What follows belongs to an exercise in optimizing a design on an open flow for a short achievable clock period and few clock cycles; a production flow would make more cautious choices.
In this exercise RTL edits were held to simulation tests only and were not proved equivalent to the original.
Power and IR drop assume default switching activity.

===== flow/design.v =====
`timescale 1ns / 1ps
module PROCESSOR(
			input wire Clk,
			input wire Resetin,
			output wire [9:0] imem_addr,
			input wire [31:0] imem_data,
			output wire [9:0] dmem_addr,
			output wire [31:0] dmem_wdata,
			output wire dmem_we,
			input wire [31:0] dmem_rdata
    );
localparam OP_ALU  = 6'b100000;
localparam OP_LI   = 6'b111000;
localparam OP_LUI  = 6'b111001;
localparam OP_ADDI = 6'b110000;
localparam OP_ANDI = 6'b110010;
localparam OP_ORI  = 6'b110011;
localparam OP_LB   = 6'b000011;
localparam OP_LW   = 6'b001111;
localparam OP_SB   = 6'b000111;
localparam OP_SW   = 6'b011111;
localparam OP_B    = 6'b111111;
localparam OP_BEQ  = 6'b000000;
localparam OP_BNE  = 6'b000001;
wire       stall_d;
wire       redirect_e;
reg  [9:0] rtgt_e, rtgtp1_e;
reg  [9:0] pc_f, pcp1_f;
wire [5:0] op_f   = imem_data[31:26];
wire       pred_f = (op_f == OP_B) | (((op_f == OP_BEQ) | (op_f == OP_BNE)) & imem_data[15]);
wire [9:0] tgt_f   = pcp1_f + imem_data[9:0];
wire [9:0] tgtp1_f = pcp1_f + imem_data[9:0] + 10'd1;
assign imem_addr = pc_f;
always @(posedge Clk) begin
	if (Resetin) begin
		pc_f   <= 10'd0;
		pcp1_f <= 10'd1;
	end else if (redirect_e) begin
		pc_f   <= rtgt_e;
		pcp1_f <= rtgtp1_e;
	end else if (!stall_d) begin
		if (pred_f) begin
			pc_f   <= tgt_f;
			pcp1_f <= tgtp1_f;
		end else begin
			pc_f   <= pcp1_f;
			pcp1_f <= pcp1_f + 10'd1;
		end
	end
end
reg [31:0] ir_d;
reg  [9:0] pcp1_d;
reg        v_d;
always @(posedge Clk) begin
	if (Resetin | redirect_e)
		v_d <= 1'b0;
	else if (!stall_d)
		v_d <= 1'b1;
	if (!stall_d) begin
		ir_d   <= imem_data;
		pcp1_d <= pcp1_f;
	end
end
wire [5:0] op_d = ir_d[31:26];
wire [4:0] rs_d = ir_d[25:21];
wire [4:0] rd_d = ir_d[20:16];
wire [4:0] rt_d = ir_d[15:11];
wire [3:0] fn_d = ir_d[3:0];
wire is_alu_d  = (op_d == OP_ALU);
wire is_li_d   = (op_d == OP_LI) | (op_d == OP_ADDI);
wire is_lui_d  = (op_d == OP_LUI);
wire is_andi_d = (op_d == OP_ANDI);
wire is_ori_d  = (op_d == OP_ORI);
wire is_imm_d  = is_li_d | is_lui_d | is_andi_d | is_ori_d;
wire is_lb_d   = (op_d == OP_LB);
wire is_lw_d   = (op_d == OP_LW);
wire is_ld_d   = is_lb_d | is_lw_d;
wire is_sb_d   = (op_d == OP_SB);
wire is_sw_d   = (op_d == OP_SW);
wire is_st_d   = is_sb_d | is_sw_d;
wire is_b_d    = (op_d == OP_B);
wire is_beq_d  = (op_d == OP_BEQ);
wire is_bne_d  = (op_d == OP_BNE);
wire is_br_d   = is_b_d | is_beq_d | is_bne_d;
wire f_add_d = is_alu_d & (fn_d == 4'b0000);
wire f_sub_d = is_alu_d & (fn_d == 4'b0001);
wire f_and_d = is_alu_d & (fn_d == 4'b0010);
wire f_or_d  = is_alu_d & (fn_d == 4'b0011);
wire f_not_d = is_alu_d & (fn_d == 4'b0100);
wire f_sra_d = is_alu_d & (fn_d == 4'b1000);
wire f_srl_d = is_alu_d & (fn_d == 4'b1010);
wire f_sll_d = is_alu_d & (fn_d == 4'b1001);
wire f_rol_d = is_alu_d & (fn_d == 4'b1100);
wire f_ror_d = is_alu_d & (fn_d == 4'b1101);
wire one_op_d = f_not_d | f_sra_d | f_srl_d | f_sll_d | f_rol_d | f_ror_d;
wire use1_d   = !is_b_d;
wire use2_d   = (is_alu_d & !one_op_d) | is_st_d | is_beq_d | is_bne_d;
wire [4:0] r2_d = is_alu_d ? rt_d : rd_d;
wire wr_d     = v_d & (is_alu_d | is_imm_d | is_ld_d) & (rd_d != 5'd0);
wire useimm_d = is_imm_d | is_ld_d | is_st_d;
wire [31:0] imm_d = is_lui_d ? {ir_d[15:0], 16'b0} :
                    (is_andi_d | is_ori_d) ? {16'b0, ir_d[15:0]} :
                    {{16{ir_d[15]}}, ir_d[15:0]};
wire       pred_d  = is_b_d | ((is_beq_d | is_bne_d) & ir_d[15]);
wire       nz_d    = |ir_d[9:0];
wire [9:0] tgt_d   = pcp1_d + ir_d[9:0];
wire [9:0] rtgt_d  = pred_d ? pcp1_d : tgt_d;
reg [31:0] rf [1:31];
wire [31:0] rf1 = (rs_d == 5'd0) ? 32'd0 : rf[rs_d];
wire [31:0] rf2 = (r2_d == 5'd0) ? 32'd0 : rf[r2_d];
reg        wr_m, ld_m, lb_m, we_m;
reg  [4:0] rd_m;
reg [31:0] res_m, wdata_m;
wire [31:0] ldv_m = lb_m ? {24'b0, dmem_rdata[7:0]} : dmem_rdata;
wire [31:0] wbv_m = ld_m ? ldv_m : res_m;
reg        v_e, wr_e, ld_e;
reg  [4:0] rd_e;
wire hitE1 = wr_e & (rd_e == rs_d);
wire hitE2 = wr_e & (rd_e == r2_d);
wire hitM1 = wr_m & (rd_m == rs_d);
wire hitM2 = wr_m & (rd_m == r2_d);
assign stall_d = v_d & ld_e & ((use1_d & hitE1) | (use2_d & hitE2));
wire [31:0] a_d  = hitM1 ? wbv_m : rf1;
wire [31:0] r2v_d = hitM2 ? wbv_m : rf2;
reg [31:0] a_e, b_e, r2_e;
reg        fa_e, fb_e, fr2_e;
reg        st_e, sb_e, lb_e, beq_e, bne_e, brc_e, pred_e;
reg        s_add, s_sub, s_and, s_or, s_not, s_sra, s_srl, s_sll, s_rol, s_ror;
wire go_d = v_d & !stall_d & !redirect_e;
always @(posedge Clk) begin
	if (Resetin) begin
		v_e  <= 1'b0;
		wr_e <= 1'b0;
		ld_e <= 1'b0;
		st_e <= 1'b0;
		brc_e <= 1'b0;
	end else begin
		v_e  <= go_d;
		wr_e <= go_d & wr_d;
		ld_e <= go_d & is_ld_d;
		st_e <= go_d & is_st_d;
		brc_e <= go_d & (is_beq_d | is_bne_d) & nz_d;
	end
	rd_e   <= rd_d;
	a_e    <= a_d;
	b_e    <= useimm_d ? imm_d : r2v_d;
	r2_e   <= r2v_d;
	fa_e   <= hitE1;
	fb_e   <= hitE2 & !useimm_d;
	fr2_e  <= hitE2;
	sb_e   <= is_sb_d;
	lb_e   <= is_lb_d;
	beq_e  <= is_beq_d;
	bne_e  <= is_bne_d;
	pred_e <= pred_d;
	rtgt_e <= rtgt_d;
	rtgtp1_e <= rtgt_d + 10'd1;
	s_add <= f_add_d | is_li_d | is_lui_d | is_ld_d | is_st_d;
	s_sub <= f_sub_d;
	s_and <= f_and_d | is_andi_d;
	s_or  <= f_or_d | is_ori_d;
	s_not <= f_not_d;
	s_sra <= f_sra_d;
	s_srl <= f_srl_d;
	s_sll <= f_sll_d;
	s_rol <= f_rol_d;
	s_ror <= f_ror_d;
end
wire [31:0] A  = fa_e  ? res_m : a_e;
wire [31:0] B  = fb_e  ? res_m : b_e;
wire [31:0] R2 = fr2_e ? res_m : r2_e;
wire [31:0] sum = A + B;
wire [31:0] dif = A - B;
wire [31:0] res_e = ({32{s_add}} & sum)
                  | ({32{s_sub}} & dif)
                  | ({32{s_and}} & (A & B))
                  | ({32{s_or}}  & (A | B))
                  | ({32{s_not}} & ~A)
                  | ({32{s_sra}} & {A[31], A[31:1]})
                  | ({32{s_srl}} & {1'b0, A[31:1]})
                  | ({32{s_sll}} & {A[30:0], 1'b0})
                  | ({32{s_rol}} & {A[30:0], A[31]})
                  | ({32{s_ror}} & {A[0], A[31:1]});
wire eq_e    = (A == R2);
wire taken_e = (beq_e & eq_e) | (bne_e & !eq_e);
assign redirect_e = brc_e & (taken_e != pred_e);
always @(posedge Clk) begin
	if (Resetin) begin
		wr_m <= 1'b0;
		we_m <= 1'b0;
	end else begin
		wr_m <= wr_e;
		we_m <= st_e;
	end
	ld_m    <= ld_e;
	lb_m    <= lb_e;
	rd_m    <= rd_e;
	res_m   <= res_e;
	wdata_m <= sb_e ? {24'b0, R2[7:0]} : R2;
end
always @(posedge Clk)
	if (wr_m)
		rf[rd_m] <= wbv_m;
assign dmem_addr  = res_m[11:2];
assign dmem_wdata = wdata_m;
assign dmem_we    = we_m;
endmodule

===== flow/run.sh =====
#!/bin/bash
# synth_recipe.tcl (not shown) runs the flow's synth.tcl, then flattens the netlist and writes it again
# the make line also repeats each setting of config.mk as NAME=value (left out here)
make -C /OpenROAD-flow-scripts/flow DESIGN_CONFIG=/design/flow/config.mk WORK_HOME=/design/flow/orfs CLKGATE_MAP_FILE= SYNTH_SCRIPT=/design/flow/synth_recipe.tcl finish

===== flow/config.mk =====
export PLATFORM = sky130hd
export DESIGN_NAME = PROCESSOR
export DESIGN_NICKNAME = PROCESSOR
export VERILOG_FILES = /design/flow/design.v
export SDC_FILE = /design/flow/constraint.sdc
export NUM_CORES = 4
export LEC_CHECK = 0
export CAP_MARGIN = 20
export CORE_MARGIN = 2
export CORE_UTILIZATION = 40
export PLACE_DENSITY = 0.6
export SLEW_MARGIN = 20

===== flow/constraint.sdc =====
create_clock -name core_clock -period 10.0 [get_ports {Clk}]
set_input_delay 2.0000 -clock core_clock [delete_from_list [all_inputs] [get_ports {Clk}]]
set_output_delay 2.0000 -clock core_clock [all_outputs]
set_load 0.01 [all_outputs]

==> run notes, run 1 <==
- The synthesized design spends more area on one cell type than any other, namely sky130_fd_sc_hd__edfxtp_1.
- For flop-to-flop paths, the worst setup slack is 4270 ps.
- In this run the tool buffered the top-level ports with 118 buffer cells.
- The initial cell density of the core is 0.402.
- The wire length of the first global-routing pass is 322000 microns.
- The cell count after synthesis is 5013.
- The number of iterations in the first detailed-routing pass is 6.
- The mapped netlist covers 0.0645 sq mm.
- The DRC violations left is 0.
- The worst setup path is captured at a register.
- The run finished with no timing, DRC or antenna violations.
- The die is 406 microns wide.
- The portion of synthesized area spent on multiplexers is 0.168.
- Summed over all layers, the global routing overflow is 0.
- The count of instances resized after the clock tree is built is 0.
- The longest individual stage delay on the worst path is 810 ps.
- The terminating pin of the worst hold path is ld_m.
- The endpoint required time on the critical path is 10670 ps.
- The final worst-path cycle share is 0.573.
- The number of max-slew violations in the final report is 0.
- The DRC marker count from the first detailed-route iteration is 6305.
- The number of hold violations in the final report was 0.
- The number of cells traversed by the worst register-to-register path is 10.
- The warning count from the yosys run is 1.
- Relative to the synthesized area, the layout overhead comes to 13.1%.
- Of the cells placed in the final design, the portion with a size suffix greater than 1 is 0.161.
- The layout has 14300 filler cells.
- TritonCTS built the clock tree.
- The average instance area after synthesis is 12.9 sq um.
- After detailed routing, the total wire length is 226000 microns.
- The placeable core region is 0.160 sq mm.
- The power per cell area is 191 mW/mm^2.
- At the pin with the least slew margin, the transition time is 1250 ps.
- The vias per cell is 6.39.
- The number of buffers and inverters on the critical path is 1.
- By area, the combinational part of the netlist is dominated by multiplexers.
- The register clock-pin slew on the reported worst setup and hold paths is 60 ps.
- The deepest level of the CTS H-tree is 4.
- VDD sags by at most 0.000110 V.
- The source of the worst register-to-register timing path is ir_d[29].
- The vertical die dimension is 406 microns.
- The kind of cell with the highest combined delay along the critical path is simple AND/OR/NAND/NOR gates.
- Data on the critical path arrives at its endpoint at 6400 ps.
- In this run the number of cells on the critical path is 10.
- The net count after synthesis is 5198.
- Traced cell by cell, the critical path runs through nor2_1 > nand3_2 > nand2_8 > buf_4 > mux4_2 > a2111oi_0 > o211ai_1 > o211ai_1 > o21ai_1 > a2bb2oi_1.
- By area the synthesized netlist is led by sky130_fd_sc_hd__edfxtp_1, sky130_fd_sc_hd__mux4_2, sky130_fd_sc_hd__dfxtp_1.
- For this run, the total global-route usage over all layers was measured as 0.271.
- The simple-gate portion of the synthesized area is 0.0868.
- Subtracting the final worst setup slack from the clock period gives 5730 ps.
- Of the total synthesized cell area, the portion taken by full adders, half adders and majority gates is 0.0235.
- The maximum clock rate is 0.174 GHz.
- The pin count of the biggest net entering global routing is 142.
- The clock insertion delay at the later pin of the skew report is 800 ps.
- The kind of start point of the critical path is a register.
- In this run, synthesis produced a sequential element count of 1276.
- Buffers added to address setup during post-CTS repair amount to 0.
- The largest clock skew in the final design is 28.7 ps.
- In this run the critical register-to-register path is captured at b_e[26].
- The antenna violation net count after detailed routing is 0.
- sky130_fd_sc_hd__edfxtp_1 is the most common cell in the netlist.
- The last weighted congestion value of the routability-driven placer is 0.918.
- After detailed placement, the design holds a cell count of 7024.
- Setup repair after global routing left no endpoint under its margin.
- The maximum buffer depth of the clock tree is 3.
- The root cell of the clock tree is sky130_fd_sc_hd__clkbuf_16.
- In this design, the critical path's most frequently occurring cell is sky130_fd_sc_hd__o211ai_1.
- Clock tree synthesis inserted a total of 139 buffers.
- The full die area is 0.165 sq mm.
- The final net count is 5193.
- Setup violations remaining at the end of the flow were counted as 0.
- In this run, post-CTS hold repair placed 0 buffers.
- The count of flip-flops with a built-in enable after synthesis is 1034.
- The path class of the lowest-slack min-delay path is register to register.
- The initialized floorplan defines 147 standard-cell rows.
- The static leakage is 25.3 nW.
- Of all flip-flops after synthesis, the portion carrying an async set or reset was 0.
- The count of cell types in the netlist is 93.
- Among all stages on the critical path, the largest delay is contributed by sky130_fd_sc_hd__nand2_8.
- The predominant post-synthesis flop cell is sky130_fd_sc_hd__edfxtp_1.
- The xor-xnor portion of the synthesized cell area is 0.0144.
- The final cell count without fillers is 7288.
- The register area share after synthesis is 0.556.
- The hold path startpoint is ld_e.
- The share of synthesized area in the top cell type comes to 0.481.
- The number of max-capacitance violations reported is 0.
- The number of sinks driven by the clock tree is 1276.
- The compound-cell area share of the yosys netlist is 0.115.
- In this run the tightest slew margin relative to its limit is 0.167.
- Along the worst path, the maximum fanout reaches 85.
- The number of antenna violations at the first check in global routing is 2.
- After routing, the total negative slack on setup checks comes to 0 ps.
- The via count of the first global-routing pass is 44600.
- The number of top-level design ports is 119.
- The routed via count is 46500.
- The worst hold path was traced through 0 stages.
- Measured on the finished design, the core utilization comes to 0.455.
- By count the netlist is led by sky130_fd_sc_hd__edfxtp_1, sky130_fd_sc_hd__nand2_1, sky130_fd_sc_hd__mux4_2.
- The kind of critical path is register to register.
- The final routed wire length divided by cell count is 31.0 microns.
- After legalization and detailed placement, the total HPWL measured 142000 microns.
logic make-up (layout without fill, tap and decap cells):
group	after synthesis	count (layout)
compound gates	1057	1057
xor+xnor	106	106
fa+ha+maj	119	119
buf+inv	559	671
flops	1276	1276
mux	676	676
other cells	0	3
simple gates	1220	1220
how the worst max path moves through the flow:
stage,start,end,slack (ps)
2_1_floorplan,imem_data[27],pcp1_f[8],5230
3_3_place_gp,imem_data[27],pcp1_f[8],4180
3_5_place_dp,imem_data[27],pcp1_f[8],4240
4_1_cts,ir_d[29],b_e[26],4480
5_1_grt,ir_d[29],b_e[26],4050
6_report,ir_d[29],b_e[26],4270
power by group:
group          total, W  switching, W  internal (W)
registers       0.00634      0.000198       0.00614
clock network   0.00532       0.00221       0.00310
logic           0.00226       0.00149      0.000776
total            0.0139       0.00390        0.0100
through the flow:
| step | total power (W) | setup WS (ps) | area (sq um) | hold WS [ps] |
|---|---|---|---|---|
| 2_1_floorplan | 0.00778 | 5230 | 64500 | 310 |
| 3_3_place_gp | 0.00859 | 4180 | 68100 | 335 |
| 3_5_place_dp | 0.00862 | 4240 | 68200 | 336 |
| 4_1_cts | 0.0139 | 4480 | 72900 | 344 |
| 5_1_grt | 0.0143 | 4050 | 73000 | 345 |
| 6_report | 0.0139 | 4270 | 73000 | 342 |
sequential cells by signal, indices dropped and copies added, names as in the netlist, 32 cells and up, named ones only:
| register | flops |
|---|---|
| a_e | 32 |
| wdata_m | 32 |
| res_m | 32 |
| r2_e | 32 |
| rf | 992 |
| ir_d | 32 |
| b_e | 32 |
final cells by class:
type | count | area, sq um | share of cell area
multi-input cells | 3178 | 26700 | 0.366
well taps | 2160 | 2700 | 0.0370
diodes | 3 | 7.51 | 0.000103
repair buffers | 240 | 2290 | 0.0313
flip-flops and latches | 1276 | 35900 | 0.492
clock buffers | 184 | 3830 | 0.0525
inverters | 173 | 649 | 0.00890
clock inverters | 74 | 855 | 0.0117
layer usage:
metal,track usage,vias up,wire (microns)
met3,0.0592,515,25800
met4,0.118,2,10300
met2,0.416,3031,102000
li1,-,19500,-
met5,0.00268,-,35
met1,0.369,23500,87900
cell usage in the layout (no fill, tap or decap), drive strengths merged, types with 35 or more instances in the layout:
cell           synthesis  final
buf                  141    122
nor3                  55     55
nand3                122    122
a21oi                239    239
mux2                  35     35
dfxtp                242    242
and3                  79     79
o21ai                149    149
xnor2                 58     58
o221ai                69     69
ha                   115    115
nor2                 261    261
inv                  173    178
clkbuf               245    184
nand2                512    512
a211oi                88     88
mux2i                317    317
edfxtp              1034   1034
mux4                 324    324
clkdlybuf4s50          0    118
xor2                  48     48
o211ai                44     44
clkinv                 0     49
o22ai                 81     81
a311oi                48     48
Testbench counts, summed over its fixed seeds: cycles 35,596.
==> inputs of run 2 (changes only) <==
--- a/flow/design.v
+++ b/flow/design.v
@@ -50,15 +50,5 @@
 end
-reg [31:0] ir_d;
-reg  [9:0] pcp1_d;
-reg        v_d;
-always @(posedge Clk) begin
-	if (Resetin | redirect_e)
-		v_d <= 1'b0;
-	else if (!stall_d)
-		v_d <= 1'b1;
-	if (!stall_d) begin
-		ir_d   <= imem_data;
-		pcp1_d <= pcp1_f;
-	end
-end
+wire [31:0] ir_d   = imem_data;
+wire  [9:0] pcp1_d = pcp1_f;
+wire        v_d    = 1'b1;
 wire [5:0] op_d = ir_d[31:26];
@@ -103,6 +93,5 @@
                     {{16{ir_d[15]}}, ir_d[15:0]};
-wire       pred_d  = is_b_d | ((is_beq_d | is_bne_d) & ir_d[15]);
+wire       pred_d  = pred_f;
 wire       nz_d    = |ir_d[9:0];
-wire [9:0] tgt_d   = pcp1_d + ir_d[9:0];
-wire [9:0] rtgt_d  = pred_d ? pcp1_d : tgt_d;
+wire [9:0] rtgt_d  = pred_d ? pcp1_d : tgt_f;
 reg [31:0] rf [1:31];
--- a/flow/config.mk
+++ b/flow/config.mk
@@ -7,2 +7,3 @@
 export LEC_CHECK = 0
+export ABC_CLOCK_PERIOD_IN_PS = 3000
 export CAP_MARGIN = 20
@@ -11,2 +12,3 @@
 export PLACE_DENSITY = 0.6
+export SETUP_SLACK_MARGIN = 5
 export SLEW_MARGIN = 20
==> run 2 against run 1 <==
Combinational power is 4% higher. Core utilization is 0.45 points higher. Design area is 1.8% lower. Count of clock-buffer cells in the layout is 5 lower. Clock skew is 5.1 ps higher. Still clean. Total power is 2.4% lower.
==> run notes, run 2 <==
- The deepest level of the CTS H-tree is 4 (unchanged).
- The sequential cell area in the final layout is 0.0345 sq mm (was 0.0359 sq mm).
- The path class of the lowest-slack min-delay path is register to register (unchanged).
- The number of storage elements in the synthesis netlist came to 1228 (was 1276).
- The aggregate routed wire length came to 245000 microns (was 226000 microns).
- The cell area after technology mapping came to 0.0627 sq mm (was 0.0645 sq mm).
- The number of top-level design ports is 119 (unchanged).
- The endpoint required time on the critical path came to 10640 ps (was 10670 ps).
- The number of sinks driven by the clock tree is 1228 (was 1276).
- The relative slew slack is 0.247 (was 0.167).
- The maximum ir drop on the vdd rail was 0.000153 V (was 0.000110 V).
- The kind of end point of the critical path is a register (unchanged).
- The data arrival at the endpoint of the critical path is 5640 ps (was 6400 ps).
- The area share of the largest cell type after synthesis is 0.475 (was 0.481).
- The internal cell power came to 0.00964 W (was 0.0100 W).
- The vias per cell is 6.45 (was 6.39).
- The cell occurring most often along the worst timing path is sky130_fd_sc_hd__buf_4 (was sky130_fd_sc_hd__o211ai_1).
- The source of the worst register-to-register timing path is fa_e (was ir_d[29]).
- The total track usage is 0.298 (was 0.271).
- The number of max-capacitance violations reported is 0 (unchanged).
- The most frequent cell after synthesis is sky130_fd_sc_hd__edfxtp_1 (unchanged).
- The hold path startpoint is lb_e (was ld_e).
- The part of the total power dissipated in the clock network is 0.376 (was 0.382).
- The cell count after synthesis was 5466 (was 5013).
- The initial cell density of the core is 0.402 (about the same).
- The warning count from the yosys run came to 1 (unchanged).
- The horizontal die dimension is 400 microns (was 406 microns).
- The number of hold violations in the final report came to 0 (unchanged).
- The DRC marker count from the first detailed-route iteration came to 7630 (was 6305).
- The slew of the pin with the lowest slew margin is 1120 ps (was 1250 ps).
- Top cells by area, synth: sky130_fd_sc_hd__edfxtp_1, sky130_fd_sc_hd__mux4_2, sky130_fd_sc_hd__dfxtp_1 (unchanged).
- The maximum buffer depth of the clock tree is 3 (unchanged).
- The register clock-pin slew on the reported worst setup and hold paths came to 60 ps (about the same).
- The register containing the most flip-flops in the final layout is rf (unchanged).
- The worst setup timing slack at the placement stage is 3160 ps (was 4240 ps).
- The CTS tree is built (unchanged).
- The fraction of layout instances using a drive strength above 1 came to 0.131 (was 0.161).
- The kind of start point of the critical path was an input port (was register).
- The last weighted congestion value of the routability-driven placer is 0.965 (was 0.918).
- The kind of critical path is input port to register (was register to register).
- The part of the power in registers is 0.450 (was 0.455).
- The vertical die dimension is 400 microns (was 406 microns).
- The net count after synthesis is 5641 (was 5198).
- The number of placement rows is 145 (was 147).
- The number of iterations in the first detailed-routing pass came to 6 (unchanged).
- The DRC violations left is 0 (unchanged).
- The longest individual stage delay on the worst path is 660 ps (was 810 ps).
- The via count of the first global-routing pass is 46800 (was 44600).
- The area growth from synthesis to final layout is 14.3% (was 13.1%).
- The final routed wire length divided by cell count is 32.0 microns (was 31.0 microns).
- The total congestion overflow was 0 (unchanged).
- The full die area is 0.160 sq mm (was 0.165 sq mm).
- The predominant post-synthesis flop cell is sky130_fd_sc_hd__edfxtp_1 (unchanged).
- The net switching power is 0.00394 W (was 0.00390 W).
- Result of the run: no timing/DRC/antenna violations (unchanged).
- The number of antenna violations at the first check in global routing is 8 (was 2).
- The largest fanout on the critical path is 40 (was 85).
- The antenna violation net count after detailed routing came to 0 (unchanged).
- Top cell types by occurrence after synthesis: sky130_fd_sc_hd__edfxtp_1, sky130_fd_sc_hd__nand2_1, sky130_fd_sc_hd__mux2i_1 (was sky130_fd_sc_hd__edfxtp_1, sky130_fd_sc_hd__nand2_1, sky130_fd_sc_hd__mux4_2).
- The number of max-slew violations in the final report is 0 (unchanged).
- The fraction of synthesis flops using an asynchronous set or reset pin is 0 (unchanged).
- The pin count of the biggest net entering global routing is 94 (was 142).
- The commonest non-fill, non-tap cell in the layout is sky130_fd_sc_hd__edfxtp_1 (unchanged).
- The placeable core region is 0.156 sq mm (was 0.160 sq mm).
- The half-perimeter wire length after placement is 144000 microns (was 142000 microns).
- The clock insertion delay at the later pin of the skew report is 800 ps (about the same).
- RSZ-0062 raised after global routing: true (was false).
- The routed via count is 49400 (was 46500).
- The setup slack after layout is 4990 ps (was 4270 ps).
- The wire length of the first global-routing pass is 342000 microns (was 322000 microns).
- The flip-flop count of the largest register, all copies and words added is 992 (unchanged).
- The minimum clock period is 5010 ps (was 5730 ps).
- The cell taking the most area after synthesis is sky130_fd_sc_hd__edfxtp_1 (unchanged).
- The root cell of the clock tree is sky130_fd_sc_hd__clkbuf_16 (unchanged).
- The slowest library cell on the worst path is sky130_fd_sc_hd__or4b_4 (was sky130_fd_sc_hd__nand2_8).
- The count of buffers from port buffering is 118 (unchanged).
- The final worst-path cycle share is 0.501 (was 0.573).
- The power per cell area was 189 mW/mm^2 (was 191 mW/mm^2).
- Most frequent cells in the layout: sky130_fd_sc_hd__edfxtp_1, sky130_fd_sc_hd__nand2_1, sky130_fd_sc_hd__mux2i_1 (was sky130_fd_sc_hd__edfxtp_1, sky130_fd_sc_hd__nand2_1, sky130_fd_sc_hd__mux4_2).
- The net switching share of the total power is 0.290 (was 0.280).
- The count of flip-flops with a built-in enable after synthesis is 992 (was 1034).
- The count of cell types in the netlist came to 83 (was 93).
- The number of buffers created by CTS is 137 (was 139).
- Critical path cell sequence: dlygate4sd2_1 > or4b_4 > buf_4 > o21ai_4 > and2_4 > buf_4 > nand3_1 > a31oi_1 > a211oi_1 > a21oi_2 > a221oi_1 (was nor2_1 > nand3_2 > nand2_8 > buf_4 > mux4_2 > a2111oi_0 > o211ai_1 > o211ai_1 > o21ai_1 > a2bb2oi_1).
- The final net count came to 5654 (was 5193).
- The startpoint of the worst setup timing path is imem_data[27] (was ir_d[29]).
- The static leakage is 25.5 nW (was 25.3 nW).
- The setup TNS is 0 ps (unchanged).
- The part of the power in combinational logic was 0.173 (was 0.163).
- The number of filler cells placed in the layout is 14000 (was 14300).
- The average instance area after synthesis is 11.5 sq um (was 12.9 sq um).
- The largest clock skew in the final design is 33.8 ps (was 28.7 ps).
- The maximum clock rate was 0.200 GHz (was 0.174 GHz).
- The register area share after synthesis came to 0.550 (was 0.556).
- The area of combinational cells with multiple inputs is 0.0266 sq mm (was 0.0267 sq mm).
- The final setup violation count came to 0 (unchanged).
## run 2: cell count changes after synthesis, sizes merged, moves of 42 or more
cell    previous run  this run
a21oi            239       323
a22oi              7        77
edfxtp          1034       992
mux4             324       213
nand2            512       965
nand3            122       245
## run 2: critical path: cells and delay by family
| family | cells | cell delay, ps |
|---|---|---|
| buffers and inverters | 3 | 1160 |
| AO/OA/AOI/OAI | 5 | 1110 |
| AND/OR/NAND/NOR | 3 | 1270 |
## run 2: cell type report
cell class,instances,share of cell area
Tap cell,2058,0.0359
Clock buffer,179,0.0520
Timing Repair Buffer,274,0.0399
Clock inverter,74,0.0102
Sequential cell,1228,0.481
Multi-Input combinational cell,3669,0.371
Inverter,169,0.00892
Antenna cell,8,0.000279
## run 2: per-stage QoR
| stage | instance area, sq um | hold WS (ps) | power [W] | instances | util |
|---|---|---|---|---|---|
| final | 71700 | 333 | 0.0136 | 7659 | 0.460 |
| after floorplan | 62800 | 310 | 0.00752 | 5466 | - |
| after CTS | 71400 | 331 | 0.0135 | 7636 | 0.458 |
| after global placement | 66200 | 315 | 0.00839 | 7351 | 0.424 |
| after global routing | 71700 | 332 | 0.0139 | 7652 | 0.459 |
| after detailed placement | 66200 | 317 | 0.00841 | 7352 | 0.425 |
## run 2: power groups by stage
stage	Sequential (W)	Combinational (W)	Clock, W
final	0.00611	0.00235	0.00511
after CTS	0.00609	0.00227	0.00513
after global routing	0.00611	0.00250	0.00533
after global placement	0.00620	0.00219	0
after detailed placement	0.00620	0.00221	0
after floorplan	0.00609	0.00143	0
## run 2: worst paths after layout
kind / slack [ps] / to / cells past startpoint
hold reg to reg: 330 / lb_m / 0
setup / recovery: 4990 / b_e[14] / 11
setup reg to reg: 5140 / ld_e / 12
hold / removal: 330 / lb_m / 0
## run 2: repair_timing
item,in CTS,in global routing
cloned,15,3
pin swaps,7,6
setup endpoints to repair,90,81
gates resized for setup,55,36
buffers inserted,16,12
hold buffers,0,0
## run 2: metal layers
| metal | vias to the layer above | GRT usage | wire (microns) |
|---|---|---|---|
| met5 | - | 0 | 42 |
| met2 | 3495 | 0.442 | 107000 |
| met1 | 24500 | 0.385 | 90900 |
| li1 | 20600 | - | - |
| met4 | 6 | 0.166 | 14800 |
| met3 | 744 | 0.0973 | 32200 |
## run 2: cells by family (layout without fill, tap and decap cells)
logic type	count (synthesis)	after routing	synth area share
AND/OR/NAND/NOR	1731	1737	0.119
flip-flops	1228	1228	0.550
AO/OA/AOI/OAI	1116	1118	0.118
buffers and inverters	577	696	0.0381
multiplexers	573	573	0.134
XOR/XNOR	132	132	0.0184
adder cells (fa/ha/maj)	109	109	0.0221
other	0	8	0
Testbench counts of run 2, summed over its fixed seeds: cycles 34,408.
==> inputs of run 3 (changes only) <==
==> flow/flow/run.sh (new file) <==
#!/bin/bash
# Standard layout, with repair_timing aiming for extra setup slack.
set -euo pipefail
bash standard.sh SETUP_SLACK_MARGIN=6.8 finish > standard.log 2>&1
==> flow/standard.sh (new file) <==
#!/bin/bash
# synth_recipe.tcl (not shown) runs the flow's synth.tcl, then flattens the netlist and writes it again
# the make line also repeats each setting of config.mk as NAME=value (left out here)
make -C /OpenROAD-flow-scripts/flow DESIGN_CONFIG=/design/flow/config.mk WORK_HOME=/design/flow/orfs CLKGATE_MAP_FILE= SYNTH_SCRIPT=/design/flow/synth_recipe.tcl "${@:-finish}"
--- a/flow/config.mk
+++ b/flow/config.mk
@@ -12,3 +12,2 @@
 export PLACE_DENSITY = 0.6
-export SETUP_SLACK_MARGIN = 5
 export SLEW_MARGIN = 20
removed: flow/run.sh
==> run 3 against run 2 <==
Sequential power is essentially flat. Total power grew 8.1%. Global-route usage grew 5.6 points. Sequential cell count is the same. Clock skew shrank 3.0 ps. Core utilization grew 8.2 points. Sequential share of layout area shrank 7.2 points. Cell count grew 7.2%. Critical path depth grew 2. Clock power is essentially flat.
==> run notes, run 3 <==
- Result of the run: no timing/DRC/antenna violations (unchanged).
- The number of buffers created by CTS is 135 (was 137).
- Most frequent cells in the layout: sky130_fd_sc_hd__edfxtp_1, sky130_fd_sc_hd__nand2_1, sky130_fd_sc_hd__buf_4 (was sky130_fd_sc_hd__edfxtp_1, sky130_fd_sc_hd__nand2_1, sky130_fd_sc_hd__mux2i_1).
- The static leakage was 30.7 nW (was 25.5 nW).
- The DRC marker count from the first detailed-route iteration was 10200 (was 7630).
- The maximum ir drop on the vdd rail came to 0.000113 V (was 0.000153 V).
- The total congestion overflow is 0 (unchanged).
- The number of placement rows is 145 (unchanged).
- The clock insertion delay at the later pin of the skew report is 820 ps (was 800 ps).
- The deepest level of the CTS H-tree was 4 (unchanged).
- The worst setup timing slack at the placement stage was 3010 ps (was 3160 ps).
- The global routing met2 resource utilization was 0.509 (was 0.442).
- The hold path startpoint is lb_e (unchanged).
- The met1 usage in global routing came to 0.427 (was 0.385).
- The vias per cell is 6.80 (was 6.45).
- The global-route track usage on met3 was 0.134 (was 0.0973).
- The final worst-path cycle share was 0.436 (was 0.501).
- The routed via count is 55900 (was 49400).
- The largest clock skew in the final design is 30.8 ps (was 33.8 ps).
- Critical path cell sequence: buf_12 > buf_4 > nor4b_4 > buf_6 > nand2_8 > a21oi_4 > buf_12 > buf_12 > nand3_1 > a31oi_4 > a211oi_2 > or3_4 > a32o_1 (was dlygate4sd2_1 > or4b_4 > buf_4 > o21ai_4 > and2_4 > buf_4 > nand3_1 > a31oi_1 > a211oi_1 > a21oi_2 > a221oi_1).
- The count of cell types in the netlist came to 83 (unchanged).
- The maximum buffer depth of the clock tree is 3 (unchanged).
- The kind of start point of the critical path is an input port (unchanged).
- The full die area is 0.160 sq mm (unchanged).
- The number of sinks driven by the clock tree came to 1228 (unchanged).
- The cell family with the largest share of critical-path delay is buffers and inverters (was simple AND/OR/NAND/NOR gates).
- The warning count from the yosys run came to 1 (unchanged).
- The slowest library cell on the worst path is sky130_fd_sc_hd__or3_4 (was sky130_fd_sc_hd__or4b_4).
- The kind of end point of the critical path is a register (unchanged).
- The placeable core region is 0.156 sq mm (unchanged).
- The last weighted congestion value of the routability-driven placer is 0.952 (was 0.965).
- The number of cells traversed by the worst register-to-register path is 14 (was 12).
- The count of buffers from port buffering is 118 (unchanged).
- The cell taking the most area after synthesis is sky130_fd_sc_hd__edfxtp_1 (unchanged).
- The slew of the pin with the lowest slew margin is 1240 ps (was 1120 ps).
- The fraction of layout instances using a drive strength above 1 is 0.328 (was 0.131).
- The power per cell area is 174 mW/mm^2 (was 189 mW/mm^2).
- The placed cell count is 7354 (was 7352).
- The pin count of the biggest net entering global routing is 73 (was 94).
- The number of iterations in the first detailed-routing pass is 10 (was 6).
- The final routed wire length divided by cell count was 36.5 microns (was 32.0 microns).
- The area share of the largest cell type after synthesis is 0.475 (unchanged).
- The relative slew slack is 0.171 (was 0.247).
- The net count after synthesis came to 5641 (unchanged).
- The number of antenna violations at the first check in global routing is 12 (was 8).
- The final net count is 6215 (was 5654).
- The root cell of the clock tree is sky130_fd_sc_hd__clkbuf_16 (unchanged).
- The longest individual stage delay on the worst path is 350 ps (was 660 ps).
- The predominant post-synthesis flop cell was sky130_fd_sc_hd__edfxtp_1 (unchanged).
- The count of flip-flops with a built-in enable after synthesis is 992 (unchanged).
- The final cell count without fillers came to 8210 (was 7659).
- The area growth from synthesis to final layout is 34.7% (was 14.3%).
- The source of the worst register-to-register timing path is fa_e (unchanged).
- The cell occurring most often along the worst timing path is sky130_fd_sc_hd__buf_12 (was sky130_fd_sc_hd__buf_4).
- Top cells by area, synth: sky130_fd_sc_hd__edfxtp_1, sky130_fd_sc_hd__mux4_2, sky130_fd_sc_hd__dfxtp_1 (unchanged).
- The flip-flop count of the largest register, all copies and words added is 992 (unchanged).
- The path class of the lowest-slack min-delay path is register to register (unchanged).
- The number of max-capacitance violations reported is 0 (unchanged).
- Top cell types by occurrence after synthesis: sky130_fd_sc_hd__edfxtp_1, sky130_fd_sc_hd__nand2_1, sky130_fd_sc_hd__mux2i_1 (unchanged).
- The maximum clock rate is 0.229 GHz (was 0.200 GHz).
- The vertical die dimension came to 400 microns (unchanged).
- The fraction of synthesis flops using an asynchronous set or reset pin is 0 (unchanged).
- The minimum clock period is 4360 ps (was 5010 ps).
- The number of max-slew violations in the final report is 0 (unchanged).
- The antenna violation net count after detailed routing is 0 (unchanged).
- The via count of the first global-routing pass is 50800 (was 46800).
- The final setup violation count is 0 (unchanged).
- The area of combinational cells with multiple inputs was 0.0313 sq mm (was 0.0266 sq mm).
- The number of top-level design ports is 119 (unchanged).
- The half-perimeter wire length after placement is 141000 microns (was 144000 microns).
- The sequential cell area in the final layout is 0.0346 sq mm (was 0.0345 sq mm).
- The register area share after synthesis came to 0.550 (unchanged).
- The register clock-pin slew on the reported worst setup and hold paths came to 60 ps (about the same).
- The terminus of the critical flop-to-flop path is pcp1_f[0] (was ld_e).
- The number of filler cells placed in the layout was 12500 (was 14000).
- The commonest non-fill, non-tap cell in the layout is sky130_fd_sc_hd__edfxtp_1 (unchanged).
- The DRC violations left came to 0 (unchanged).
- The average instance area after synthesis was 11.5 sq um (unchanged).
- The initial cell density of the core is 0.402 (unchanged).
- The number of cells on the worst hold path is 0 (unchanged).
- RSZ-0062 raised after global routing: true (unchanged).
- The highest-utilization routing layer at the global route stage is met2 (unchanged).
- The terminating pin of the worst hold path is lb_m (unchanged).
- The data arrival at the endpoint of the critical path was 5050 ps (was 5640 ps).
- The most frequent cell after synthesis is sky130_fd_sc_hd__edfxtp_1 (unchanged).
- The number of buffers and inverters on the critical path is 5 (was 3).
- The register-to-register path setup slack is 6130 ps (was 5140 ps).
- The number of storage elements in the synthesis netlist was 1228 (unchanged).
- The horizontal die dimension is 400 microns (unchanged).
- The setup slack after layout is 5640 ps (was 4990 ps).
- The largest fanout on the critical path is 32 (was 40).
- The cell area after technology mapping is 0.0627 sq mm (unchanged).
- The total track usage is 0.354 (was 0.298).
- The register containing the most flip-flops in the final layout is rf (unchanged).
- The wire length of the first global-routing pass was 397000 microns (was 342000 microns).
- The number of hold violations in the final report is 0 (unchanged).
- The cell count after synthesis is 5466 (unchanged).
- The CTS tree is built (unchanged).
- The kind of critical path is input port to register (unchanged).
- The endpoint required time on the critical path is 10690 ps (was 10640 ps).
- The aggregate routed wire length was 300000 microns (was 245000 microns).
- The setup TNS came to 0 ps (unchanged).
[run 3: cell type report]
class	count	share of cell area
inverter	169	0.00789
multi-input combinational	3679	0.370
clock inverter	71	0.00893
clock buffer	174	0.0432
sequential	1228	0.410
timing repair inverter	6	0.000548
tap	2058	0.0305
timing repair buffer	821	0.129
antenna	4	0.000118
[run 3: how the worst max path moves through the flow]
stage	startpoint	to	slack, ps	depth (start not counted)
after floorplan	imem_data[31]	pcp1_f[8]	5330	15
after global placement	imem_data[27]	b_e[6]	3170	10
after detailed placement	imem_data[26]	b_e[6]	3010	10
after CTS	imem_data[30]	b_e[4]	5750	12
after global routing	imem_data[30]	b_e[4]	5680	12
final	imem_data[30]	b_e[4]	5640	13
[run 3: through the flow]
step                       util  total power [W]  area [sq um]  hold WS (ps)
after floorplan               -          0.00763         64400           310
after global placement    0.428          0.00845         66800           317
after detailed placement  0.428          0.00847         66800           314
after CTS                 0.516           0.0141         80500           328
after global routing      0.542           0.0150         84500           331
final                     0.542           0.0147         84500           327
[run 3: cell families (layout without fill, tap and decap cells)]
group / after synthesis / in the layout / synth area share
muxes: 573 / 573 / 0.134
AOI/OAI and AO/OA: 1116 / 1118 / 0.118
xor gates and xnor gates: 132 / 132 / 0.0184
other: 0 / 4 / 0
buffers and inverters: 577 / 1241 / 0.0381
adders and majority gates: 109 / 109 / 0.0221
and+or+nand+nor: 1731 / 1747 / 0.119
DFF: 1228 / 1228 / 0.550
[run 3: what timing repair did]
item / CTS / global route
buffers inserted: 298 / 182
hold endpoints to repair: 0 / 0
gates resized for setup: 1147 / 454
setup endpoints to repair: 299 / 641
pin swaps: 220 / 251
gates cloned: 104 / 21
hold buffers: 0 / 0
[run 3: metal layers]
layer  wire, microns  part of all wire
met1           98100              0.33
met2          124000              0.41
met3           46700              0.16
met4           31300              0.10
met5             421            0.0014
[run 3: power by group]
part | total (W) | internal (W) | leakage (nW) | switching (W)
combinational | 0.00348 | 0.00135 | 17.4 | 0.00213
clock | 0.00509 | 0.00292 | 2.14 | 0.00217
sequential | 0.00611 | 0.00590 | 11.1 | 0.000209
total | 0.0147 | 0.0102 | 30.7 | 0.00450
==> inputs of run 4 (changes only) <==
--- a/flow/design.v
+++ b/flow/design.v
@@ -28,6 +28,7 @@
 reg  [9:0] pc_f, pcp1_f;
-wire [5:0] op_f   = imem_data[31:26];
-wire       pred_f = (op_f == OP_B) | (((op_f == OP_BEQ) | (op_f == OP_BNE)) & imem_data[15]);
-wire [9:0] tgt_f   = pcp1_f + imem_data[9:0];
-wire [9:0] tgtp1_f = pcp1_f + imem_data[9:0] + 10'd1;
+wire [31:0] ir_d = imem_data;
+wire [5:0] op_d  = ir_d[31:26];
+wire       pred_d  = (op_d == OP_B) | (((op_d == OP_BEQ) | (op_d == OP_BNE)) & ir_d[15]);
+wire [9:0] tgt_d   = pcp1_f + ir_d[9:0];
+wire [9:0] tgtp1_d = pcp1_f + ir_d[9:0] + 10'd1;
 assign imem_addr = pc_f;
@@ -41,5 +42,5 @@
 	end else if (!stall_d) begin
-		if (pred_f) begin
-			pc_f   <= tgt_f;
-			pcp1_f <= tgtp1_f;
+		if (pred_d) begin
+			pc_f   <= tgt_d;
+			pcp1_f <= tgtp1_d;
 		end else begin
@@ -50,6 +51,2 @@
 end
-wire [31:0] ir_d   = imem_data;
-wire  [9:0] pcp1_d = pcp1_f;
-wire        v_d    = 1'b1;
-wire [5:0] op_d = ir_d[31:26];
 wire [4:0] rs_d = ir_d[25:21];
@@ -73,3 +70,2 @@
 wire is_bne_d  = (op_d == OP_BNE);
-wire is_br_d   = is_b_d | is_beq_d | is_bne_d;
 wire f_add_d = is_alu_d & (fn_d == 4'b0000);
@@ -86,5 +82,5 @@
 wire use1_d   = !is_b_d;
-wire use2_d   = (is_alu_d & !one_op_d) | is_st_d | is_beq_d | is_bne_d;
-wire [4:0] r2_d = is_alu_d ? rt_d : rd_d;
-wire wr_d     = v_d & (is_alu_d | is_imm_d | is_ld_d) & (rd_d != 5'd0);
+wire usert_d  = is_alu_d & !one_op_d;
+wire userd_d  = is_st_d | is_beq_d | is_bne_d;
+wire wr_d     = (is_alu_d | is_imm_d | is_ld_d) & (rd_d != 5'd0);
 wire useimm_d = is_imm_d | is_ld_d | is_st_d;
@@ -93,11 +89,11 @@
                     {{16{ir_d[15]}}, ir_d[15:0]};
-wire       pred_d  = pred_f;
-wire       nz_d    = |ir_d[9:0];
-wire [9:0] rtgt_d  = pred_d ? pcp1_d : tgt_f;
+wire       nz_d   = |ir_d[9:0];
+wire [9:0] rtgt_d = pred_d ? pcp1_f : tgt_d;
 reg [31:0] rf [1:31];
-wire [31:0] rf1 = (rs_d == 5'd0) ? 32'd0 : rf[rs_d];
-wire [31:0] rf2 = (r2_d == 5'd0) ? 32'd0 : rf[r2_d];
+wire [31:0] rf_rs = rf[rs_d];
+wire [31:0] rf_rt = rf[rt_d];
+wire [31:0] rf_rd = rf[rd_d];
 reg        wr_m, ld_m, lb_m, we_m;
 reg  [4:0] rd_m;
-reg [31:0] res_m, wdata_m;
+reg [31:0] res_m, wdata_m, wbv_w;
 wire [31:0] ldv_m = lb_m ? {24'b0, dmem_rdata[7:0]} : dmem_rdata;
@@ -106,14 +102,16 @@
 reg  [4:0] rd_e;
-wire hitE1 = wr_e & (rd_e == rs_d);
-wire hitE2 = wr_e & (rd_e == r2_d);
-wire hitM1 = wr_m & (rd_m == rs_d);
-wire hitM2 = wr_m & (rd_m == r2_d);
-assign stall_d = v_d & ld_e & ((use1_d & hitE1) | (use2_d & hitE2));
-wire [31:0] a_d  = hitM1 ? wbv_m : rf1;
-wire [31:0] r2v_d = hitM2 ? wbv_m : rf2;
-reg [31:0] a_e, b_e, r2_e;
-reg        fa_e, fb_e, fr2_e;
+wire hitE_s = wr_e & (rd_e == rs_d);
+wire hitE_t = wr_e & (rd_e == rt_d);
+wire hitE_d = wr_e & (rd_e == rd_d);
+wire hitM_s = wr_m & (rd_m == rs_d);
+wire hitM_t = wr_m & (rd_m == rt_d);
+wire hitM_d = wr_m & (rd_m == rd_d);
+assign stall_d = ld_e & ((use1_d & hitE_s) | (usert_d & hitE_t) | (userd_d & hitE_d));
+reg [31:0] rs_e, rt_e, rdv_e, imm_e;
+reg        a_res, a_w, a_rf;
+reg        b_res, b_w, b_rf, b_imm;
+reg        c_res, c_w, c_rf;
 reg        st_e, sb_e, lb_e, beq_e, bne_e, brc_e, pred_e;
 reg        s_add, s_sub, s_and, s_or, s_not, s_sra, s_srl, s_sll, s_rol, s_ror;
-wire go_d = v_d & !stall_d & !redirect_e;
+wire go_d = !stall_d & !redirect_e;
 always @(posedge Clk) begin
@@ -133,8 +131,16 @@
 	rd_e   <= rd_d;
-	a_e    <= a_d;
-	b_e    <= useimm_d ? imm_d : r2v_d;
-	r2_e   <= r2v_d;
-	fa_e   <= hitE1;
-	fb_e   <= hitE2 & !useimm_d;
-	fr2_e  <= hitE2;
+	rs_e   <= rf_rs;
+	rt_e   <= rf_rt;
+	rdv_e  <= rf_rd;
+	imm_e  <= imm_d;
+	a_res  <= hitE_s;
+	a_w    <= !hitE_s & hitM_s;
+	a_rf   <= !hitE_s & !hitM_s & (rs_d != 5'd0);
+	b_imm  <= useimm_d;
+	b_res  <= !useimm_d & hitE_t;
+	b_w    <= !useimm_d & !hitE_t & hitM_t;
+	b_rf   <= !useimm_d & !hitE_t & !hitM_t & (rt_d != 5'd0);
+	c_res  <= hitE_d;
+	c_w    <= !hitE_d & hitM_d;
+	c_rf   <= !hitE_d & !hitM_d & (rd_d != 5'd0);
 	sb_e   <= is_sb_d;
@@ -157,5 +163,5 @@
 end
-wire [31:0] A  = fa_e  ? res_m : a_e;
-wire [31:0] B  = fb_e  ? res_m : b_e;
-wire [31:0] R2 = fr2_e ? res_m : r2_e;
+wire [31:0] A = ({32{a_res}} & res_m) | ({32{a_w}} & wbv_w) | ({32{a_rf}} & rs_e);
+wire [31:0] B = ({32{b_res}} & res_m) | ({32{b_w}} & wbv_w) | ({32{b_rf}} & rt_e) | ({32{b_imm}} & imm_e);
+wire [31:0] C = ({32{c_res}} & res_m) | ({32{c_w}} & wbv_w) | ({32{c_rf}} & rdv_e);
 wire [31:0] sum = A + B;
@@ -172,3 +178,3 @@
                   | ({32{s_ror}} & {A[0], A[31:1]});
-wire eq_e    = (A == R2);
+wire eq_e    = (A == C);
 wire taken_e = (beq_e & eq_e) | (bne_e & !eq_e);
@@ -187,3 +193,4 @@
 	res_m   <= res_e;
-	wdata_m <= sb_e ? {24'b0, R2[7:0]} : R2;
+	wdata_m <= sb_e ? {24'b0, C[7:0]} : C;
+	wbv_w   <= wbv_m;
 end
==> run 4 against run 3 <==
Still clean on timing, DRC and antenna. Combinational power shrank 12%. First-iteration DRC count shrank 21%. Design area grew 2.5%. Global-route usage shrank 5.9 points. Maximum frequency grew 10%. Total power is essentially flat. Clock power grew 3%. Die area grew 12%. Core utilization shrank 4.4 points. Critical path depth grew 5. Non-clock buffer count shrank 203. Worst hold slack gained 30 ps. Largest cell class unchanged.
==> run notes, run 4 <==
- The static leakage is 31.2 nW (was 30.7 nW).
- The predominant post-synthesis flop cell is sky130_fd_sc_hd__edfxtp_1 (unchanged).
- The final routed wire length divided by cell count is 34.8 microns (was 36.5 microns).
- The number of buffers created by CTS is 142 (was 135).
- The path class of the lowest-slack min-delay path is register to register (unchanged).
- The minimum clock period is 3960 ps (was 4360 ps).
- The post-layout utilization of the core is 0.498 (was 0.542).
- Top cell types by occurrence after synthesis: sky130_fd_sc_hd__edfxtp_1, sky130_fd_sc_hd__mux4_2, sky130_fd_sc_hd__mux2i_1 (was sky130_fd_sc_hd__edfxtp_1, sky130_fd_sc_hd__nand2_1, sky130_fd_sc_hd__mux2i_1).
- The pin count of the biggest net entering global routing is 56 (was 73).
- Top cells by area, synth: sky130_fd_sc_hd__edfxtp_1, sky130_fd_sc_hd__mux4_2, sky130_fd_sc_hd__dfxtp_1 (unchanged).
- Critical path cell sequence: buf_12 > buf_8 > buf_12 > buf_6 > a222oi_1 > buf_4 > inv_4 > ha_4 > nor2b_4 > o21ai_1 > o211ai_1 > buf_4 > o21ai_4 > a21oi_2 > or3_4 > a21oi_4 > mux2_4 > a211o_1 (was buf_12 > buf_4 > nor4b_4 > buf_6 > nand2_8 > a21oi_4 > buf_12 > buf_12 > nand3_1 > a31oi_4 > a211oi_2 > or3_4 > a32o_1).
- RSZ-0062 raised after global routing: true (unchanged).
- The count of flip-flops with a built-in enable after synthesis came to 992 (unchanged).
- The internal cell power is 0.0105 W (was 0.0102 W).
- The worst setup timing slack at the placement stage is 4520 ps (was 3010 ps).
- The area share of the largest cell type after synthesis is 0.424 (was 0.475).
- The cell taking the most area after synthesis is sky130_fd_sc_hd__edfxtp_1 (unchanged).
- The part of the total power dissipated in the clock network is 0.356 (was 0.347).
- The part of the power in combinational logic is 0.207 (was 0.237).
- The final setup violation count is 0 (unchanged).
- The slowest library cell on the worst path is sky130_fd_sc_hd__or3_4 (unchanged).
- The clock insertion delay at the later pin of the skew report is 810 ps (was 820 ps).
- The CTS tree is built (unchanged).
- The largest clock skew in the final design is 33.0 ps (was 30.8 ps).
- The number of antenna violations at the first check in global routing is 18 (was 12).
- The data arrival at the endpoint of the critical path is 4640 ps (was 5050 ps).
- The number of max-capacitance violations reported is 0 (unchanged).
- The number of max-slew violations in the final report is 0 (unchanged).
- The aggregate routed wire length is 276000 microns (was 300000 microns).
- The startpoint of the worst setup timing path is a_w (was imem_data[30]).
- The root cell of the clock tree is sky130_fd_sc_hd__clkbuf_16 (unchanged).
- The antenna violation net count after detailed routing is 0 (unchanged).
- The setup slack after layout was 6040 ps (was 5640 ps).
- The final net count was 5651 (was 6215).
- The number of storage elements in the synthesis netlist is 1299 (was 1228).
- The area growth from synthesis to final layout is 23.5% (was 34.7%).
- The relative slew slack is 0.282 (was 0.171).
- The register area share after synthesis is 0.512 (was 0.550).
- The maximum ir drop on the vdd rail is 0.000173 V (was 0.000113 V).
- The full die area is 0.179 sq mm (was 0.160 sq mm).
- The part of the power in registers is 0.437 (was 0.416).
- The number of hold violations in the final report is 0 (unchanged).
- The net switching share of the total power came to 0.288 (was 0.307).
- The deepest level of the CTS H-tree was 4 (unchanged).
- The half-perimeter wire length after placement is 151000 microns (was 141000 microns).
- The via count of the first global-routing pass is 50700 (was 50800).
- The count of buffers from port buffering is 118 (unchanged).
- The slew of the pin with the lowest slew margin was 1070 ps (was 1240 ps).
- The kind of end point of the critical path is a register (unchanged).
- The total congestion overflow is 0 (unchanged).
- The flip-flop count of the largest register, all copies and words added came to 992 (unchanged).
- The vias per cell came to 6.72 (was 6.80).
- The initial cell density of the core is 0.403 (was 0.402).
- The cell count after synthesis was 5127 (was 5466).
- The warning count from the yosys run is 1 (unchanged).
- The register containing the most flip-flops in the final layout is rf (unchanged).
- The wire length of the first global-routing pass is 379000 microns (was 397000 microns).
- The commonest non-fill, non-tap cell in the layout is sky130_fd_sc_hd__edfxtp_1 (unchanged).
- The vertical die dimension came to 423 microns (was 400 microns).
- The final non-filler cell area is 0.0867 sq mm (was 0.0845 sq mm).
- The number of iterations in the first detailed-routing pass came to 13 (was 10).
- The most frequent cell after synthesis is sky130_fd_sc_hd__edfxtp_1 (unchanged).
- The average instance area after synthesis is 13.7 sq um (was 11.5 sq um).
- The cell area after technology mapping is 0.0702 sq mm (was 0.0627 sq mm).
- The longest individual stage delay on the worst path is 390 ps (was 350 ps).
- The fraction of synthesis flops using an asynchronous set or reset pin is 0 (unchanged).
- The tightest hold margin is 357 ps (was 327 ps).
- The source of the worst register-to-register timing path is a_w (was fa_e).
- The placeable core region is 0.174 sq mm (was 0.156 sq mm).
- The maximum buffer depth of the clock tree is 3 (unchanged).
- Result of the run: no timing/DRC/antenna violations (unchanged).
- The DRC violations left is 0 (unchanged).
- The register clock-pin slew on the reported worst setup and hold paths is 60 ps (about the same).
- The kind of start point of the critical path is a register (was input port).
- The endpoint required time on the critical path is 10680 ps (was 10690 ps).
- The last weighted congestion value of the routability-driven placer is 0.929 (was 0.952).
- The power per cell area was 170 mW/mm^2 (was 174 mW/mm^2).
- The number of placement rows was 153 (was 145).
- Most frequent cells in the layout: sky130_fd_sc_hd__edfxtp_1, sky130_fd_sc_hd__mux4_2, sky130_fd_sc_hd__mux2i_1 (was sky130_fd_sc_hd__edfxtp_1, sky130_fd_sc_hd__nand2_1, sky130_fd_sc_hd__buf_4).
- The count of cell types in the netlist is 87 (was 83).
- The DRC marker count from the first detailed-route iteration is 8122 (was 10200).
- The net count after synthesis was 5302 (was 5641).
- The final worst-path cycle share was 0.396 (was 0.436).
- The kind of critical path is register to register (was input port to register).
- The setup TNS is 0 ps (unchanged).
- The routed via count is 53200 (was 55900).
- The number of hold buffers added after cts is 0 (unchanged).
- The maximum clock rate is 0.252 GHz (was 0.229 GHz).
- The hold path startpoint is lb_e (unchanged).
- The number of top-level design ports was 119 (unchanged).
- The total track usage is 0.295 (was 0.354).
- The number of sinks driven by the clock tree was 1299 (was 1228).
- The placed standard-cell area is 0.0745 sq mm (was 0.0668 sq mm).
- The largest fanout on the critical path came to 8 (was 32).
- The net switching power is 0.00424 W (was 0.00450 W).
- The horizontal die dimension came to 423 microns (was 400 microns).
- The fraction of layout instances using a drive strength above 1 is 0.337 (was 0.328).
[run 4: cell count changes in the layout (fill, tap and decap cells not counted), moves of 59 or more]
cell / change
sky130_fd_sc_hd__o22ai_1: +60
sky130_fd_sc_hd__a222oi_1: +64
sky130_fd_sc_hd__mux4_2: +410
sky130_fd_sc_hd__nor2_1: +182
sky130_fd_sc_hd__nand3_1: -183
sky130_fd_sc_hd__nand2_1: -648
sky130_fd_sc_hd__a21oi_2: -65
sky130_fd_sc_hd__buf_12: -59
sky130_fd_sc_hd__dfxtp_1: +71
sky130_fd_sc_hd__mux2i_1: +160
[run 4: layer usage]
metal  part of all wire  track usage  up-vias
met5            0.00015            0        -
met4              0.074        0.177        6
met3               0.12       0.0714      919
met2               0.46        0.463     3799
met1               0.35        0.371    27100
li1                   -            -    21300
[run 4: per-stage QoR]
stage	total power (W)	cells
after floorplan	0.00795	5127
after global placement	0.00879	7294
after detailed placement	0.00882	7294
after CTS	0.0144	7782
after global routing	0.0151	7915
final	0.0147	7920
[run 4: area by class of cell]
type                       instances  area (sq um)
antenna                            6          15.0
clock buffer                     189          3920
clock inverter                    68           618
fill                           14500         87400
inverter                         149           597
multi-input combinational       3265         34600
sequential                      1299         36000
tap                             2325          2910
timing repair buffer             618          7930
timing repair inverter             1          3.75
[run 4: kinds of logic (layout without fill, tap and decap cells)]
logic type,after synthesis,in the layout,share of synthesized area
xor gates and xnor gates,93,93,0.0116
buffers and inverters,567,1025,0.0322
DFF,1299,1299,0.512
AOI/OAI and AO/OA,1066,1066,0.103
and+or+nand+nor,924,928,0.0577
muxes,1069,1069,0.264
adders and majority gates,109,109,0.0198
other,0,6,0
[run 4: final timing paths]
check              end  slack [ps]  cells after the start
max          res_m[31]        6040                     18
min               lb_m         360                      0
max reg2reg  res_m[31]        6040                     18
min reg2reg       lb_m         360                      0
[run 4: what timing repair did]
action / CTS / global route
buffers inserted: 176 / 112
pin swaps: 121 / 136
gates cloned: 55 / 20
gates resized for setup: 798 / 298
setup endpoints to repair: 310 / 239
[run 4: worst max-delay path, delay by kind of cell (launching register included)]
family	cells	cell delay (ps)
flops	1	380
fa+ha+maj	1	310
buf+inv	7	960
mux	1	320
compound gates	7	1420
simple gates	2	440
[run 4: power groups by stage]
stage	sequential, W	clock, W	combinational (W)
after floorplan	0.00642	0	0.00153
after CTS	0.00640	0.00526	0.00271
after detailed placement	0.00651	0	0.00231
after global routing	0.00642	0.00546	0.00318
final	0.00642	0.00523	0.00305
after global placement	0.00651	0	0.00228
Testbench counts of run 4, summed over its fixed seeds: cycles 34,408.
==> inputs of run 5 (changes only) <==
--- a/flow/design.v
+++ b/flow/design.v
@@ -24,4 +24,21 @@
 localparam OP_BNE  = 6'b000001;
+function [31:0] ksadd(input [31:0] x, input [31:0] y, input cin);
+	reg [31:0] g, p, t;
+	integer i, d;
+	begin
+		g = x & y;
+		p = x ^ y;
+		t = p;
+		g[0] = g[0] | (p[0] & cin);
+		for (d = 1; d < 32; d = d * 2)
+			for (i = 31; i >= d; i = i - 1) begin
+				g[i] = g[i] | (p[i] & g[i-d]);
+				p[i] = p[i] & p[i-d];
+			end
+		ksadd = t ^ {g[30:0], cin};
+	end
+endfunction
 wire       stall_d;
-wire       redirect_e;
+wire       eq_e;
+reg        r_eq_e, r_ne_e;
 reg  [9:0] rtgt_e, rtgtp1_e;
@@ -34,2 +51,8 @@
 assign imem_addr = pc_f;
+wire [9:0] pc_norm   = stall_d ? pc_f   : (pred_d ? tgt_d   : pcp1_f);
+wire [9:0] pcp1_norm = stall_d ? pcp1_f : (pred_d ? tgtp1_d : pcp1_f + 10'd1);
+wire [9:0] pc_eq     = r_eq_e ? rtgt_e   : pc_norm;
+wire [9:0] pc_ne     = r_ne_e ? rtgt_e   : pc_norm;
+wire [9:0] pcp1_eq   = r_eq_e ? rtgtp1_e : pcp1_norm;
+wire [9:0] pcp1_ne   = r_ne_e ? rtgtp1_e : pcp1_norm;
 always @(posedge Clk) begin
@@ -38,13 +61,5 @@
 		pcp1_f <= 10'd1;
-	end else if (redirect_e) begin
-		pc_f   <= rtgt_e;
-		pcp1_f <= rtgtp1_e;
-	end else if (!stall_d) begin
-		if (pred_d) begin
-			pc_f   <= tgt_d;
-			pcp1_f <= tgtp1_d;
-		end else begin
-			pc_f   <= pcp1_f;
-			pcp1_f <= pcp1_f + 10'd1;
-		end
+	end else begin
+		pc_f   <= eq_e ? pc_eq   : pc_ne;
+		pcp1_f <= eq_e ? pcp1_eq : pcp1_ne;
 	end
@@ -113,18 +128,23 @@
 reg        c_res, c_w, c_rf;
-reg        st_e, sb_e, lb_e, beq_e, bne_e, brc_e, pred_e;
+reg        st_e, sb_e, lb_e;
 reg        s_add, s_sub, s_and, s_or, s_not, s_sra, s_srl, s_sll, s_rol, s_ror;
-wire go_d = !stall_d & !redirect_e;
+wire go_eq = !stall_d & !r_eq_e;
+wire go_ne = !stall_d & !r_ne_e;
+wire go_d  = eq_e ? go_eq : go_ne;
+wire brc_d = (is_beq_d | is_bne_d) & nz_d;
 always @(posedge Clk) begin
 	if (Resetin) begin
-		v_e  <= 1'b0;
-		wr_e <= 1'b0;
-		ld_e <= 1'b0;
-		st_e <= 1'b0;
-		brc_e <= 1'b0;
+		v_e    <= 1'b0;
+		wr_e   <= 1'b0;
+		ld_e   <= 1'b0;
+		st_e   <= 1'b0;
+		r_eq_e <= 1'b0;
+		r_ne_e <= 1'b0;
 	end else begin
-		v_e  <= go_d;
-		wr_e <= go_d & wr_d;
-		ld_e <= go_d & is_ld_d;
-		st_e <= go_d & is_st_d;
-		brc_e <= go_d & (is_beq_d | is_bne_d) & nz_d;
+		v_e    <= go_d;
+		wr_e   <= go_d & wr_d;
+		ld_e   <= go_d & is_ld_d;
+		st_e   <= go_d & is_st_d;
+		r_eq_e <= go_d & brc_d & (is_beq_d ? !pred_d : pred_d);
+		r_ne_e <= go_d & brc_d & (is_bne_d ? !pred_d : pred_d);
 	end
@@ -147,5 +167,2 @@
 	lb_e   <= is_lb_d;
-	beq_e  <= is_beq_d;
-	bne_e  <= is_bne_d;
-	pred_e <= pred_d;
 	rtgt_e <= rtgt_d;
@@ -166,4 +183,4 @@
 wire [31:0] C = ({32{c_res}} & res_m) | ({32{c_w}} & wbv_w) | ({32{c_rf}} & rdv_e);
-wire [31:0] sum = A + B;
-wire [31:0] dif = A - B;
+wire [31:0] sum = ksadd(A, B, 1'b0);
+wire [31:0] dif = ksadd(A, ~B, 1'b1);
 wire [31:0] res_e = ({32{s_add}} & sum)
@@ -178,5 +195,3 @@
                   | ({32{s_ror}} & {A[0], A[31:1]});
-wire eq_e    = (A == C);
-wire taken_e = (beq_e & eq_e) | (bne_e & !eq_e);
-assign redirect_e = brc_e & (taken_e != pred_e);
+assign eq_e = (A == C);
 always @(posedge Clk) begin
==> run 5 against run 4 <==
Largest power group unchanged. Worst setup slack improved by 220 ps. Clock power rose by 2%. Global-route usage is 1.2 points higher. Via count decreased by 3.2%. Maximum frequency up 6.0%. Sequential share of layout area is 0.18 points lower. Still clean. Area after synthesis down 1.0%. Critical path depth decreased by 3.
==> run notes, run 5 <==
- The cell taking the most area after synthesis is sky130_fd_sc_hd__edfxtp_1 (unchanged).
- The via count of the first global-routing pass is 49400 (was 50700).
- The minimum clock period is 3740 ps (was 3960 ps).
- The commonest non-fill, non-tap cell in the layout is sky130_fd_sc_hd__edfxtp_1 (unchanged).
- The static leakage is 30.5 nW (was 31.2 nW).
- The number of top-level design ports was 119 (unchanged).
- The final setup violation count came to 0 (unchanged).
- The CTS tree was built (unchanged).
- The count of cell types in the netlist is 83 (was 87).
- Top cell types by occurrence after synthesis: sky130_fd_sc_hd__edfxtp_1, sky130_fd_sc_hd__mux4_2, sky130_fd_sc_hd__dfxtp_1 (was sky130_fd_sc_hd__edfxtp_1, sky130_fd_sc_hd__mux4_2, sky130_fd_sc_hd__mux2i_1).
- The setup TNS is 0 ps (unchanged).
- The register containing the most flip-flops in the final layout is rf (unchanged).
- The power per cell area is 171 mW/mm^2 (was 170 mW/mm^2).
- The cell area after technology mapping came to 0.0695 sq mm (was 0.0702 sq mm).
- The kind of critical path is register to register (unchanged).
- The area growth from synthesis to final layout is 25.1% (was 23.5%).
- The area share of the largest cell type after synthesis is 0.429 (was 0.424).
- The tightest hold margin came to 326 ps (was 357 ps).
- Critical path cell sequence: buf_12 > buf_16 > a222oi_1 > buf_4 > inv_1 > ha_4 > nand4_1 > nor3_4 > nand4_1 > nand3_4 > a31o_4 > nand3_4 > o211a_1 > a2111oi_1 > a31oi_1 (was buf_12 > buf_8 > buf_12 > buf_6 > a222oi_1 > buf_4 > inv_4 > ha_4 > nor2b_4 > o21ai_1 > o211ai_1 > buf_4 > o21ai_4 > a21oi_2 > or3_4 > a21oi_4 > mux2_4 > a211o_1).
- The source of the worst register-to-register timing path is a_rf (was a_w).
- Result of the run: no timing/DRC/antenna violations (unchanged).
- The most frequent cell after synthesis is sky130_fd_sc_hd__edfxtp_1 (unchanged).
- The number of buffers created by CTS came to 140 (was 142).
- The warning count from the yosys run is 1 (unchanged).
- Most frequent cells in the layout: sky130_fd_sc_hd__edfxtp_1, sky130_fd_sc_hd__mux4_2, sky130_fd_sc_hd__buf_4 (was sky130_fd_sc_hd__edfxtp_1, sky130_fd_sc_hd__mux4_2, sky130_fd_sc_hd__mux2i_1).
- The number of placement rows is 152 (was 153).
- The register-to-register path setup slack came to 6260 ps (was 6040 ps).
- The maximum buffer depth of the clock tree is 3 (unchanged).
- The terminus of the critical flop-to-flop path is res_m[27] (was res_m[31]).
- The placeable core region came to 0.172 sq mm (was 0.174 sq mm).
- The count of buffers from port buffering was 118 (unchanged).
- The flip-flop count of the largest register, all copies and words added was 992 (unchanged).
- The number of iterations in the first detailed-routing pass is 8 (was 13).
- The maximum ir drop on the vdd rail is 0.000150 V (was 0.000173 V).
-- run 5: cell count changes in the layout (fill, tap and decap cells not counted), moves of 22 or more --
cell	delta
sky130_fd_sc_hd__mux2i_1	-206
sky130_fd_sc_hd__nor2_1	-147
sky130_fd_sc_hd__mux2_2	+111
sky130_fd_sc_hd__a221oi_2	+107
sky130_fd_sc_hd__nand2_1	-100
sky130_fd_sc_hd__o22ai_1	-83
sky130_fd_sc_hd__a21oi_1	-73
sky130_fd_sc_hd__mux4_2	+69
sky130_fd_sc_hd__o31ai_1	-47
sky130_fd_sc_hd__mux2_4	+38
sky130_fd_sc_hd__xnor2_1	+33
sky130_fd_sc_hd__o31ai_2	-25
sky130_fd_sc_hd__xor2_1	-24
sky130_fd_sc_hd__o221ai_2	-22
-- run 5: cells by family after synthesis --
logic type / after synthesis
AO/OA/AOI/OAI: 916
XOR/XNOR: 103
adder cells (fa/ha/maj): 109
buffers and inverters: 542
flip-flops: 1297
multiplexers: 1077
AND/OR/NAND/NOR: 684
-- run 5: what timing repair did --
item / CTS / global route
pin swaps: 129 / 131
setup buffers: 190 / 90
cloned: 62 / 14
endpoints found under the setup margin: 301 / 177
resized for setup: 776 / 163
hold buffers: 0 / 0
-- run 5: through the flow --
step           instance area [sq um]  utilization  setup WS [ps]
6_report                       86900        0.505           6260
3_5_place_dp                   75000        0.436           4290
5_1_grt                        86900        0.505           6170
4_1_cts                        85100        0.495           6290
3_3_place_gp                   74900        0.435           4100
2_1_floorplan                  72300            -           5490
-- run 5: power by group --
part | switching [W] | internal [W] | total [W]
Clock | 0.00223 | 0.00312 | 0.00536
Sequential | 0.000181 | 0.00619 | 0.00637
Combinational | 0.00183 | 0.00135 | 0.00318
Total | 0.00424 | 0.0107 | 0.0149
-- run 5: worst max-delay path: cells and delay by family, from the launching register on --
kind,cells,cell delay [ps]
compound gates,5,1210
buf+inv,4,560
fa+ha+maj,1,330
simple gates,5,1090
flops,1,380
-- run 5: area by class of cell --
| class | count | area, sq um | share of cell area |
|---|---|---|---|
| diodes | 6 | 15.0 | 0.000173 |
| clock buffers | 197 | 4030 | 0.0464 |
| clock inverters | 57 | 631 | 0.00726 |
| inverters | 140 | 559 | 0.00643 |
| multi-input cells | 2893 | 35000 | 0.402 |
| flip-flops and latches | 1297 | 36000 | 0.414 |
| well taps | 2310 | 2890 | 0.0333 |
| repair buffers | 614 | 7840 | 0.0902 |
| repair inverters | 1 | 6.26 | 0.0000720 |
-- run 5: worst max path at each step --
stage	startpoint	endpoint
after floorplan	imem_data[30]	pcp1_f[8]
after global placement	imem_data[15]	pcp1_f[8]
after detailed placement	imem_data[15]	pcp1_f[8]
after CTS	a_rf	res_m[24]
after global routing	imem_data[0]	pcp1_f[9]
final	a_rf	res_m[27]
-- run 5: metal layers --
layer,share of wire,wire length [microns],up-vias,track usage
li1,-,-,20200,-
met1,0.34,96200,26600,0.374
met2,0.47,132000,3771,0.500
met3,0.11,30900,945,0.0687
met4,0.077,21600,6,0.189
met5,0.00015,42,-,0
Testbench counts of run 5, summed over its fixed seeds: cycles 34,408.
